This is an optimization exercise on Yosys and OpenROAD, whose aim is small area, a short achievable clock period and few clock cycles, not a production implementation. RTL that was checked went through simulation tests only; none was proved equivalent to the original. The flow treats the clock pin as an ideal source. Dropping or thinning the clock tree relies on that and would not hold on a real chip. No activity file was given, so power comes from the tool's default toggle rates.

==> flow/design.v (excerpt) <==
module accelerator_mod #(
   parameter DATA_W = 32,
   parameter ADDR_W = 4
)(
   input  wire            pcie_clk,           
   input  wire            pcie_rstn,
   input  wire [31:0]     pcie_axi_awaddr,
   input  wire            pcie_axi_awvalid,
   output wire            pcie_axi_awready,
   input  wire [31:0]     pcie_axi_wdata,
   input  wire [3:0]      pcie_axi_wstrb,
   input  wire            pcie_axi_wvalid,
   output wire            pcie_axi_wready,
   output wire [1:0]      pcie_axi_bresp,
   output wire            pcie_axi_bvalid,
   input  wire            pcie_axi_bready,
   input  wire [31:0]     pcie_axi_araddr,
   input  wire            pcie_axi_arvalid,
   output wire            pcie_axi_arready,
   output wire [31:0]     pcie_axi_rdata,
   output wire [1:0]      pcie_axi_rresp,
   output wire            pcie_axi_rvalid,
   input  wire            pcie_axi_rready
);
   axi_pcie_fifo_accel #(
      .DATA_WIDTH (DATA_W),
      .ADDR_WIDTH (ADDR_W)
   ) u_fifo_accel (
      .s_axi_aclk   (pcie_clk),
      .s_axi_aresetn(pcie_rstn),
      .s_axi_awaddr (pcie_axi_awaddr),
      .s_axi_awvalid(pcie_axi_awvalid),
      .s_axi_awready(pcie_axi_awready),
      .s_axi_wdata  (pcie_axi_wdata),
  ...
Size in the first run: ~1000 cells after synthesis, roughly 570 flip-flops, ~150 I/O pins, roughly 22000 um^2 of cells after synthesis.
make LEC_CHECK=0 CAP_MARGIN=20 CORE_MARGIN=2 CORE_UTILIZATION=40 PLACE_DENSITY=0.6 SETUP_SLACK_MARGIN=0.8 SLEW_MARGIN=20 finish   # period 2.8 ns
run.sh (not shown) runs the stock make flow with config.mk's settings and CLKGATE_MAP_FILE= SYNTH_SCRIPT=/design/flow/synth_recipe.tcl, a recipe that flattens the netlist after the stock synthesis.
The first run finished clean.
Then changed:
- CTS_CLUSTER_DIAMETER: unset -> 80
- CTS_CLUSTER_SIZE: unset -> 30
Result: Worst hold slack is about the same. Clock-buffer cell count falls by 46. Worst setup slack improves by 0.017 ns. Final cell count fell by about 2.2%. Sequential share of layout area goes up by 1.3 points. Non-clock buffer count came out higher by 9. Fmax rises by 0.87%. Critical path depth goes up by 3. Via count fell by 0.92%. Routed wire length hardly moves.
Then changed:
- CTS_CLUSTER_DIAMETER: 80 -> unset
- CTS_CLUSTER_SIZE: 30 -> unset
- SETUP_SLACK_MARGIN: 0.8 -> unset
After rerunning: The changed run completed without violations. Synthesized cell count does not change. Design area grows by 1.8%. Global-route usage grows by 0.52 points. Wire length barely changes.
No run of this note included a check of the RTL's function; only the layout flow was run.

Setup of run a:
accelerator_mod, a different RTL version from the one above (not shown whole).
Size: about 1,200 cells after synthesis, roughly 590 flip-flops, ~150 I/O pins, about 0.021 mm² of cells after synthesis.
clock: 2.8 ns
lec_check: 0
cap_margin: 20
core_margin: 2
core_utilization: 40
cts_cluster_diameter: 80
cts_cluster_size: 30
place_density: 0.6
setup_slack_margin: 1.3
slew_margin: 20
Run a: full flow OK, the timing, DRC and antenna checks passed
Testbench counts of run a, summed over its fixed seeds: cycles 5,881.
Input changes introduced in run b (baseline for comparison: run a):
- SETUP_SLACK_MARGIN: 1.3 -> 0.8
- BUFFER_PORTS_ARGS: unset -> -buffer_cell sky130_fd_sc_hd__buf_2
==> flow/flow/run.sh (new file) <==
#!/bin/bash
# Standard layout, with the port buffers made from plain buffers.
set -o pipefail
echo 'export BUFFER_PORTS_ARGS = -buffer_cell sky130_fd_sc_hd__buf_2' >> config.mk
bash standard.sh > standard.log 2>&1
==> flow/standard.sh (new file) <==
#!/bin/bash
# synth_recipe.tcl (not shown) runs the flow's synth.tcl, then flattens the netlist and writes it again
# the make line also repeats each setting of config.mk as NAME=value (left out here)
make -C /OpenROAD-flow-scripts/flow DESIGN_CONFIG=/design/flow/config.mk WORK_HOME=/design/flow/orfs CLKGATE_MAP_FILE= SYNTH_SCRIPT=/design/flow/synth_recipe.tcl "${@:-finish}"
removed: flow/run.sh
--- outcome ---
Run b does worse than run a on post-route worst hold slack. The global routing met1 resource utilization of run b is lower than that of run a. Run b ended up with a higher clock-buffer cell count than run a did. Of the two values seen for capturing instance or port of the critical path, u_fifo_accel.fifo_inst.full was produced by run a and u_fifo_accel.s_axi_rdata[10] by run b.

Another version of the RTL of accelerator_mod (not shown whole).
For scale: ~1300 cells after synthesis, about 590 flip-flops, about 150 I/O pins, ~22000 um^2 of cells after synthesis.
Settings: LEC_CHECK=0, CAP_MARGIN=20, CORE_MARGIN=2, CORE_UTILIZATION=40, PLACE_DENSITY=0.6, SETUP_SLACK_MARGIN=1.3, SLEW_MARGIN=20, SYNTH_HIERARCHICAL=1, BUFFER_PORTS_ARGS=-buffer_cell sky130_fd_sc_hd__buf_2, PRE_CTS_TCL=/design/flow/flow/pre_cts.tcl; clock period 2.8 ns.
standard.sh (not shown) runs the stock make flow with config.mk's settings and CLKGATE_MAP_FILE= SYNTH_SCRIPT=/design/flow/synth_recipe.tcl, a recipe that flattens the netlist after the stock synthesis.
==> flow/flow/run.sh <==
#!/bin/bash
# Standard layout, with plain buffers on the ports and a two-level clock tree
# (flow/mycts.tcl) in place of TritonCTS.
set -o pipefail
here=$(pwd)
echo 'export BUFFER_PORTS_ARGS = -buffer_cell sky130_fd_sc_hd__buf_2' >> config.mk
echo "export PRE_CTS_TCL = $here/flow/pre_cts.tcl" >> config.mk
bash standard.sh > standard.log 2>&1
Other scripts of this flow, unchanged in this note and not shown: flow/flow/mycts.tcl, flow/flow/pre_cts.tcl
The baseline went through all stages and came out clean.
Edit:
Settings changed: SETUP_SLACK_MARGIN 1.3 to 0.8.
Design area fell by 9.4%.
Cell count is lower by about 7%.
Core utilization goes down by 4.6 points.
Worst hold slack is better by 0.0038 ns.
No run of this note included a check of the RTL's function; only the layout flow was run. In every run of this note, the design's own scripts or RTL, not TritonCTS, make the clock network.

Another version of the RTL of accelerator_mod (not shown whole).
Size: roughly 1300 cells after synthesis, roughly 600 flip-flops, roughly 150 I/O pins, about 22000 um2 of cells after synthesis.
==> flow/design.v (excerpt) <==
module accelerator_mod #(
   parameter DATA_W = 32,
   parameter ADDR_W = 4
)(
   input  wire            pcie_clk,           
   input  wire            pcie_rstn,
   input  wire [31:0]     pcie_axi_awaddr,
   input  wire            pcie_axi_awvalid,
   output wire            pcie_axi_awready,
   input  wire [31:0]     pcie_axi_wdata,
   input  wire [3:0]      pcie_axi_wstrb,
   input  wire            pcie_axi_wvalid,
   output wire            pcie_axi_wready,
   output wire [1:0]      pcie_axi_bresp,
   output wire            pcie_axi_bvalid,
   input  wire            pcie_axi_bready,
   input  wire [31:0]     pcie_axi_araddr,
   input  wire            pcie_axi_arvalid,
   output wire            pcie_axi_arready,
   output wire [31:0]     pcie_axi_rdata,
   output wire [1:0]      pcie_axi_rresp,
   output wire            pcie_axi_rvalid,
   input  wire            pcie_axi_rready
);
   axi_pcie_fifo_accel #(
      .DATA_WIDTH (DATA_W),
      .ADDR_WIDTH (ADDR_W)
   ) u_fifo_accel (
      .s_axi_aclk   (pcie_clk),
      .s_axi_aresetn(pcie_rstn),
      .s_axi_awaddr (pcie_axi_awaddr),
      .s_axi_awvalid(pcie_axi_awvalid),
      .s_axi_awready(pcie_axi_awready),
      .s_axi_wdata  (pcie_axi_wdata),
  ...
==> flow/config.mk <==
export PLATFORM = sky130hd
export DESIGN_NAME = accelerator_mod
export DESIGN_NICKNAME = accelerator_mod
export VERILOG_FILES = /design/flow/design.v
export SDC_FILE = /design/flow/constraint.sdc
export NUM_CORES = 4
export LEC_CHECK = 0
export CAP_MARGIN = 20
export CORE_MARGIN = 2
export CORE_UTILIZATION = 60
export GPL_TIMING_DRIVEN = 0
export PLACE_DENSITY = 0.7
export SETUP_SLACK_MARGIN = 1.1
export SLEW_MARGIN = 20
export SYNTH_HIERARCHICAL = 1
export BUFFER_PORTS_ARGS = -buffer_cell sky130_fd_sc_hd__buf_2
export PRE_CTS_TCL = /design/flow/flow/pre_cts.tcl
==> flow/constraint.sdc <==
create_clock -name core_clock -period 2.8 [get_ports {pcie_clk}]
set_input_delay 0.5600 -clock core_clock [delete_from_list [all_inputs] [get_ports {pcie_clk}]]
set_output_delay 0.5600 -clock core_clock [all_outputs]
set_load 0.01 [all_outputs]
Scripts as last shown in full above: flow/flow/run.sh
Other scripts of this flow, unchanged in this note and not shown: flow/flow/mycts.tcl, flow/flow/pre_cts.tcl
Testbench counts at the start, summed over its fixed seeds: cycles 5,881.
Then changed:
--- a/flow/config.mk
+++ b/flow/config.mk
@@ -9,6 +9,5 @@
 export CORE_MARGIN = 2
-export CORE_UTILIZATION = 60
-export GPL_TIMING_DRIVEN = 0
-export PLACE_DENSITY = 0.7
-export SETUP_SLACK_MARGIN = 1.1
+export CORE_UTILIZATION = 40
+export PLACE_DENSITY = 0.6
+export SETUP_SLACK_MARGIN = 0.8
 export SLEW_MARGIN = 20
What happened: Via count fell by 7.0%. Worst setup slack improved by 0.070 ns. Final cell count rose by 7.7%. Die area climbs by 49%.
Then changed:
--- a/flow/config.mk
+++ b/flow/config.mk
@@ -9,5 +9,5 @@
 export CORE_MARGIN = 2
-export CORE_UTILIZATION = 40
-export PLACE_DENSITY = 0.6
-export SETUP_SLACK_MARGIN = 0.8
+export CORE_UTILIZATION = 75
+export PLACE_DENSITY = 0.82
+export SETUP_SLACK_MARGIN = 1.1
 export SLEW_MARGIN = 20
Outcome:
- core utilization is higher by 43 points
- maximum frequency is higher by 6.7%
- combinational power is higher by 24%
- area after synthesis is unchanged
- wire length is higher by 7.7%
- sequential share of layout area is lower by 2.2 points
- worst hold slack loses 0.0068 ns
- cell area is higher by 3.5%
- final cell count is lower by 13%
- power is higher by 1.8%
Then changed:
--- a/flow/config.mk
+++ b/flow/config.mk
@@ -9,5 +9,5 @@
 export CORE_MARGIN = 2
-export CORE_UTILIZATION = 75
-export PLACE_DENSITY = 0.82
-export SETUP_SLACK_MARGIN = 1.1
+export CORE_UTILIZATION = 60
+export PLACE_DENSITY = 0.7
+export SETUP_SLACK_MARGIN = 1.3
 export SLEW_MARGIN = 20
Outcome: First-iteration DRC count falls by about a fifth; routed wire length goes up by a few percent; critical path depth climbs by 4; worst setup slack got worse by 0.019 ns; hold slack gains 0.0053 ns; total power is about the same; synthesized cell count does not change; final area is higher by a few percent; area after synthesis stays the same; combinational power is higher by a few percent.
Then changed:
--- a/flow/config.mk
+++ b/flow/config.mk
@@ -9,5 +9,5 @@
 export CORE_MARGIN = 2
-export CORE_UTILIZATION = 60
-export PLACE_DENSITY = 0.7
-export SETUP_SLACK_MARGIN = 1.3
+export CORE_UTILIZATION = 40
+export PLACE_DENSITY = 0.6
+export SETUP_SLACK_MARGIN = 1.1
 export SLEW_MARGIN = 20
The new run completed with no timing, DRC or antenna violations. Sequential power hardly moves. Combinational power barely changes. Worst hold slack gets worse by 0.014 ns.
In every run of this note, the design's own scripts or RTL, not TritonCTS, make the clock network.

[afterwards: timing with drivers on the ports]
The results above use ideal ports. As a check the final layouts listed here were re-extracted and re-timed, cells and wires unchanged.
Step 1: set_driving_cell puts a clkbuf_16 on pcie_clk and a buf_2 on each other input, an assumption about the parent block.
Step 2 moves the port delays by t, midway between the first and last clock arrival at a register: inputs arrive t later, outputs are due t later. That takes back most of the time a late clock gives input paths.
Three values: no drivers, after step 1, after step 2; two values: the first two.
| run | t, ns | setup WS [ns] | worst setup path at the end |
|---|---|---|---|
| the first run of note 1 | 0.657 | 0.799 / 0.759 / 0.282 | input to register |
| the second run of note 1 | 0.645 | 0.817 / 0.809 / 0.226 | input to register |
| the third run of note 1 | 0.666 | 0.555 / 0.546 / -0.033 | input to register |
| run a | 0.665 | 0.865 / 0.865 / 0.348 | input to register |
| run b | 0.644 | 0.854 / 0.854 / 0.487 | input to register |
| the first run of note 3 | 0.462 | 0.762 / 0.762 / 0.458 | input to register |
| the second run of note 3 | 0.454 | 0.834 / 0.834 / 0.533 | input to register |
| the first run of note 4 | 0.459 | 0.924 / 0.924 / 0.587 | input to register |
| the second run of note 4 | 0.476 | 0.994 / 0.994 / 0.685 | input to register |
| the third run of note 4 | 0.463 | 1.108 / 1.108 / 0.724 | input to register |
| the fourth run of note 4 | 0.468 | 1.089 / 1.110 / 0.700 | input to register |
| the fifth run of note 4 | 0.468 | 1.075 / 1.049 / 0.754 | input to register |
Met with ideal ports but missed after step 2: setup timing in the third run of note 1. For the second run of note 1, which loses most, drivers alone change the setup slack by -0.008 ns; drivers and shift together by -0.591 ns.
